From an optimization exercise on the open Yosys and OpenROAD flow, aimed at small area; shortcuts taken in it are not production practice. In this exercise RTL edits were held to simulation tests only and were not proved equivalent to the original. Power is estimated from default activity; no workload was simulated. No driver is modelled on the clock port, so clocking that relies on it looks cheaper here than on a real chip.

## UART_TOP_own
module UART_TOP_own (
    input               clk,
    input               rstn,
    input       [3:0]   paddr_i,
    input       [31:0]  pwdata_i,
    input               psel_i,
    input               penable_i,
    input               pwrite_i,
    input               rx_in,
    output reg          tx_out,
    output reg          uart_int_o,
    output reg  [31:0]  prdata_o
);
Settings: LEC_CHECK=0, CAP_MARGIN=20, CORE_MARGIN=2, CORE_UTILIZATION=65, SLEW_MARGIN=20; clock period 8.0 ns.
standard.sh (not shown) runs the stock make flow with config.mk's settings and CLKGATE_MAP_FILE= SYNTH_SCRIPT=/design/flow/synth_recipe.tcl, a recipe that flattens the netlist after the stock synthesis.
==> flow/flow/run.sh <==
#!/bin/bash
# Layout flow: the standard flow (standard.sh, with its synthesis unchanged)
# with these changes:
#  - after the floorplan, OpenROAD's restructure re-maps the combinational
#    logic for area (registers are not touched), using a copy of the liberty
#    file without the platform's don't-use cells;
#  - 1x buffers on the ports;
#  - an area-oriented clock tree (larger sink clusters, no dummy loads).
# Each tool's output goes to a log of its own in this folder; ORFS writes each
# step's own log under orfs/logs.
set -euo pipefail
HERE=$(pwd)
FLOWDIR=$(cd "$(dirname "$0")" && pwd)
export BUFFER_PORTS_ARGS="-buffer_cell sky130_fd_sc_hd__buf_1"
export CTS_ARGS="-sink_clustering_enable -repair_clock_nets -sink_clustering_size 32 -sink_clustering_max_diameter 140 -dont_use_dummy_load"

bash standard.sh floorplan > flow_floorplan.log 2>&1

python3 "$FLOWDIR/libfilter.py" "$FLOW_HOME/platforms/sky130hd/lib/sky130_fd_sc_hd__tt_025C_1v80.lib" \
  "$HERE/restructure.lib" 'sky130_fd_sc_hd__lpflow_*' 'sky130_fd_sc_hd__probe*' > libfilter.log 2>&1
mkdir -p "$HERE/restructure"
RES="$HERE/orfs/results/sky130hd/UART_TOP_own/base" LIB="$HERE/restructure.lib" WD="$HERE/restructure" \
  openroad -no_init -exit "$FLOWDIR/restructure.tcl" > restructure.log 2>&1

bash standard.sh finish > flow_finish.log 2>&1
Other scripts of this flow, unchanged in this note and not shown: flow/flow/libfilter.py, flow/flow/restructure.tcl
==> next run, changes <==
--- a/flow/design.v
+++ b/flow/design.v
@@ -73,33 +73,32 @@
 wire [31:0] uart_rxtrig = wv_rxtrig ? v_rxtrig : 32'h1;
 wire [31:0] uart_txtrig = wv_txtrig ? v_txtrig : 32'h0;
 wire [31:0] uart_delay  = wv_delay  ? v_delay  : 32'h2;
 reg         aw1, aw2, aw3;
 reg  [9:0]  cv;              
 reg  [3:0]  cfs;             
 reg  [3:0]  dls;             
 reg         rx_frst, tx_frst;
-always @(posedge clk) begin
-    rx_frst <= uart_conf[15];
-    tx_frst <= uart_conf[14];
-end
 always @(posedge clk or negedge rstn) begin
     if (!rstn) begin
         aw1 <= 1'b0; aw2 <= 1'b0; aw3 <= 1'b0;
         cv  <= 10'd339;
         cfs <= 4'b0100;
         dls <= 4'h2;
+        rx_frst <= 1'b0; tx_frst <= 1'b0;
     end else begin
         aw1 <= apb_wr; aw2 <= aw1; aw3 <= aw2;
         if (aw2) cv <= uart_baud[9:0] + 10'd1;
         if (aw3) begin
             cfs <= uart_conf[3:0];
             dls <= uart_delay[3:0];
         end
+        rx_frst <= uart_conf[15];
+        tx_frst <= uart_conf[14];
     end
 end
 wire c_check  = cfs[0];
 wire c_parity = cfs[1];
 wire c_stop   = cfs[2];
 wire c_stchk  = cfs[3];
 reg  [7:0]  txm [0:15];
 reg  [7:0]  rxr [0:15];
@@ -186,21 +185,26 @@
     end
 end
 reg  [13:0] cnt_rx, cnt_tx;
 reg         tx_bps_en;
 wire        rx_bps_en;
 wire        cv_nz   = |cv;
 wire        rx_wrap = cv_nz & (cnt_rx[13:4] >= cv);
 wire        tx_wrap = cv_nz & (cnt_tx[13:4] >= cv);
-always @(posedge clk) begin
-    if (rx_bps_en && !rx_wrap) cnt_rx <= cnt_rx + 14'd1;
-    else cnt_rx <= 14'd0;
-    if (tx_bps_en && !tx_wrap) cnt_tx <= cnt_tx + 14'd1;
-    else cnt_tx <= 14'd0;
+always @(posedge clk or negedge rstn) begin
+    if (!rstn) begin
+        cnt_rx <= 14'd0;
+        cnt_tx <= 14'd0;
+    end else begin
+        if (rx_bps_en && !rx_wrap) cnt_rx <= cnt_rx + 14'd1;
+        else cnt_rx <= 14'd0;
+        if (tx_bps_en && !tx_wrap) cnt_tx <= cnt_tx + 14'd1;
+        else cnt_tx <= 14'd0;
+    end
 end
 wire rx_tick = (cnt_rx == {1'b0, cv, 3'b0});
 wire tx_tick = (cnt_tx == {1'b0, cv, 3'b0});
 localparam T_IDLE = 3'b000, T_IRQ = 3'b001, T_START = 3'b011, T_DATA = 3'b010,
            T_CHECK = 3'b110, T_STOP = 3'b111, T_DELAY = 3'b101;
 reg  [2:0]  ts, tn;
 reg  [3:0]  tc;
 assign tx_rd_en = (ts == T_IDLE) & (tc == 4'd3);
- The new run completed with no timing, DRC or antenna violations
- utilization grows by 0.15 points
- power goes down by 2.1%
- combinational power falls by 9.2%
- synthesized area climbs by 0.33%
- clock skew came out lower by 11 ps
- global-route usage fell by 0.62 points
- die area went up by 0.33%
- wire length is lower by 2.4%
- worst hold slack gets better by 9.6 ps

---

Setup of job 103:
Starting RTL as in the previous note.
==> flow/config.mk <==
export PLATFORM = sky130hd
export DESIGN_NAME = UART_TOP_own
export DESIGN_NICKNAME = UART_TOP_own
export VERILOG_FILES = /design/flow/design.v
export SDC_FILE = /design/flow/constraint.sdc
export NUM_CORES = 4
export LEC_CHECK = 0
export CAP_MARGIN = 20
export CORE_MARGIN = 2
export CORE_UTILIZATION = 65
export SLEW_MARGIN = 20
==> flow/constraint.sdc <==
create_clock -name core_clock -period 8.0 [get_ports {clk}]
set_input_delay 1.6000 -clock core_clock [delete_from_list [all_inputs] [get_ports {clk}]]
set_output_delay 1.6000 -clock core_clock [all_outputs]
set_load 0.01 [all_outputs]
==> flow/flow/run.sh <==
#!/bin/bash
# Layout flow: the standard flow (standard.sh, with its synthesis unchanged)
# with these changes:
#  - after the floorplan, OpenROAD's restructure re-maps the combinational
#    logic for area (registers are not touched), using a copy of the liberty
#    file without the platform's don't-use cells;
#  - 1x buffers on the ports;
#  - an area-oriented clock tree (larger sink clusters, no dummy loads).
# Each tool's output goes to a log of its own in this folder; ORFS writes each
# step's own log under orfs/logs.
set -euo pipefail
HERE=$(pwd)
FLOWDIR=$(cd "$(dirname "$0")" && pwd)
export BUFFER_PORTS_ARGS="-buffer_cell sky130_fd_sc_hd__buf_1"
export CTS_ARGS="-sink_clustering_enable -repair_clock_nets -sink_clustering_size 28 -sink_clustering_max_diameter 120 -dont_use_dummy_load"

bash standard.sh floorplan > flow_floorplan.log 2>&1

python3 "$FLOWDIR/libfilter.py" "$FLOW_HOME/platforms/sky130hd/lib/sky130_fd_sc_hd__tt_025C_1v80.lib" \
  "$HERE/restructure.lib" 'sky130_fd_sc_hd__lpflow_*' 'sky130_fd_sc_hd__probe*' > libfilter.log 2>&1
mkdir -p "$HERE/restructure"
RES="$HERE/orfs/results/sky130hd/UART_TOP_own/base" LIB="$HERE/restructure.lib" WD="$HERE/restructure" \
  openroad -no_init -exit "$FLOWDIR/restructure.tcl" > restructure.log 2>&1

bash standard.sh finish > flow_finish.log 2>&1
Other scripts of this flow, unchanged in this note and not shown: flow/flow/libfilter.py, flow/flow/restructure.tcl
Job 103 was carried through to the last stage, and its layout satisfied the timing, design-rule and antenna checks.
The following lists how job 102 was set up differently from job 103:
diff --git a/flow/design.v b/flow/design.v
--- a/flow/design.v
+++ b/flow/design.v
@@ -94,21 +94,24 @@
         if (aw3) begin
             cfs <= uart_conf[3:0];
             dls <= uart_delay[3:0];
         end
     end
 end
 wire c_check  = cfs[0];
 wire c_parity = cfs[1];
 wire c_stop   = cfs[2];
 wire c_stchk  = cfs[3];
-reg  [7:0]  txm [0:15];
+reg  [7:0]  tq0 [0:7];
+reg  [7:0]  tq1 [0:7];
+reg  [3:0]  txh;                   
+reg         tx_pushed;             
 reg  [7:0]  rxr [0:15];
 reg  [3:0]  rxh;                   
 reg         rx_pend;               
 reg  [4:0]  tx_fcnt, rx_fcnt;      
 reg  [1:0]  tx_op, rx_op;          
 wire [4:0]  tx_cnt, rx_cnt;        
 reg  [7:0]  tx_dout, rx_dout;
 reg         rx_pv;                 
 wire        tx_wr_en, tx_rd_en, rx_wr_en, rx_rd_en;
 wire [7:0]  rx_din;
@@ -139,54 +142,60 @@
             default: l[k*8 +: 8] = d[(4*k+3)*8 +: 8];
             endcase
         case (s[3:2])
         2'd0: mux16 = l[7:0];
         2'd1: mux16 = l[15:8];
         2'd2: mux16 = l[23:16];
         default: mux16 = l[31:24];
         endcase
     end
 endfunction
-wire [7:0] tx_q = mux16({txm[15], txm[14], txm[13], txm[12], txm[11], txm[10], txm[9], txm[8],
-                         txm[7], txm[6], txm[5], txm[4], txm[3], txm[2], txm[1], txm[0]}, tx_cnt[3:0]);
+wire [7:0] tx_q = mux16({tq1[7], tq0[7], tq1[6], tq0[6], tq1[5], tq0[5], tq1[4], tq0[4],
+                         tq1[3], tq0[3], tq1[2], tq0[2], tq1[1], tq0[1], tq1[0], tq0[0]},
+                        {txh[3:1], txh[0] ^ ph});
+wire [3:0] tx_tail = txh + tx_cnt[3:0];           
+wire       tx_ins  = wtx & (((aw1 | aw2) & ~tx_full) | (aw3 & tx_pushed));
+wire [3:0] tx_slot = aw3 ? tx_tail - 4'd1 : tx_tail;
+wire       tx_inj  = tx_ins & (tx_slot[0] != ph);
 wire [3:0] rx_hpos = rxh + rph;                   
 wire [3:0] rx_ipos = rxh + rx_cnt[3:0] + rph;      
 wire       rx_inj  = rx_pend & (rx_ipos[2:0] == 3'd0);
 wire       rx_byp  = rx_pend & (rx_cnt == 5'd1);   
 wire [7:0] rx_q = rx_byp ? rx_din :
                   mux16({rxr[15], rxr[14], rxr[13], rxr[12], rxr[11], rxr[10], rxr[9], rxr[8],
                          rxr[7], rxr[6], rxr[5], rxr[4], rxr[3], rxr[2], rxr[1], rxr[0]}, rx_hpos);
 integer i;
 always @(posedge clk) begin
-    if (tx_we) begin
-        txm[1] <= uart_tx[7:0];
-        for (i = 2; i < 16; i = i + 1) txm[i] <= txm[i-1];
-        txm[0] <= txm[15];
+    for (i = 0; i < 8; i = i + 1) begin
+        tq1[i] <= tq0[i];
+        tq0[i] <= (tx_inj && tx_slot[3:1] == i) ? r_tx[7:0] : tq1[i];
     end
+    if (tx_re) txh <= txh + 4'd1;
     if (rx_re) rx_dout <= rx_q;
     for (i = 1; i < 16; i = i + 1) rxr[i] <= rxr[i-1];
     rxr[0] <= (rx_inj && !rx_ipos[3]) ? rx_din : rxr[15];
     rxr[8] <= (rx_inj &&  rx_ipos[3]) ? rx_din : rxr[7];
     rph <= rph + 4'd1;
     if (rx_re) rxh <= rxh + 4'd1;
 end
 always @(posedge clk or negedge rstn) begin
     if (!rstn) begin
         tx_op <= OP_NONE; rx_op <= OP_NONE;
         tx_fcnt <= 5'd0; rx_fcnt <= 5'd0;
-        tx_dout <= 8'd0; rx_pv <= 1'b0; rx_pend <= 1'b0;
+        tx_dout <= 8'd0; rx_pv <= 1'b0; rx_pend <= 1'b0; tx_pushed <= 1'b0;
     end else begin
         tx_fcnt <= tx_cnt;
         rx_fcnt <= rx_cnt;
         tx_op <= tx_frst ? OP_CLR : (tx_we & ~tx_re) ? OP_INC : (tx_re & ~tx_we) ? OP_DEC : OP_NONE;
         rx_op <= rx_frst ? OP_CLR : (rx_we & ~rx_re) ? OP_INC : (rx_re & ~rx_we) ? OP_DEC : OP_NONE;
         if (tx_re) tx_dout <= tx_q;
+        tx_pushed <= tx_we;
         if (rx_re) rx_pv <= 1'b1;
         if (rx_we) rx_pend <= 1'b1;
         else if (rx_inj || rx_frst || (rx_re && rx_byp)) rx_pend <= 1'b0;
     end
 end
 reg  [13:0] cnt_rx, cnt_tx;
 reg         tx_bps_en;
 wire        rx_bps_en;
 wire        cv_nz   = |cv;
 wire        rx_wrap = cv_nz & (cnt_rx[13:4] >= cv);
### Flow results
Total routing resource utilization after global routing was higher in job 102 than in job 103. Summary — maximum number of pins on one net before global-route repair, job 102 relative to job 103: lower, by 9. Between job 102 and job 103, the difference in power share of the combinational group is negligible. Setup WNS job 103 -> job 102: better. Across both runs, part of the total power dissipated in the clock network was lower for job 102 than for job 103. Fmax of job 102 exceeds that of job 103 by a little under 10%. In the tables for job 102 and job 103, count of plain and timing-repair buffers reads lower with job 102. Job 102 ends up with a detailed-route wire length on metal 1 that is about 0.5% lower than in job 103. Job 102: final total power higher than job 103.

[port drivers added, routing unchanged]
How much do the figures lean on ideal ports? The routed layouts below were timed once more, with nothing changed but the port constraints. Step 1 sets driving cells, clkbuf_16 on the clock port and buf_2 on the other inputs (assumed; they add their load-dependent delay and slew). Step 2 moves the port delays by t, midway between the first and last clock arrival at a register: inputs arrive t later, outputs are due t later. That takes back most of the time a late clock gives input paths. a / b / c = ideal / step 1 / step 2; a / b = the first two.
run | shift t [ns] | setup WS [ns] | latest minus earliest clock arrival (ns)
the first run of note 1 | 0.618 | 1.036 / 0.984 / 0.984 | 0.047 / 0.048
the second run of note 1 | 0.615 | 1.292 / 1.254 / 1.254 | 0.041 / 0.041
job 103 | 0.619 | 1.030 / 0.978 / 0.978 | 0.053 / 0.054
job 102 | 0.611 | 1.603 / 1.544 / 1.544 | 0.094 / 0.093
After both steps setup and hold are still met in every run listed. The setup slack of job 102, which loses most, moves by -0.059 ns with the drivers and by -0.059 ns with both steps.
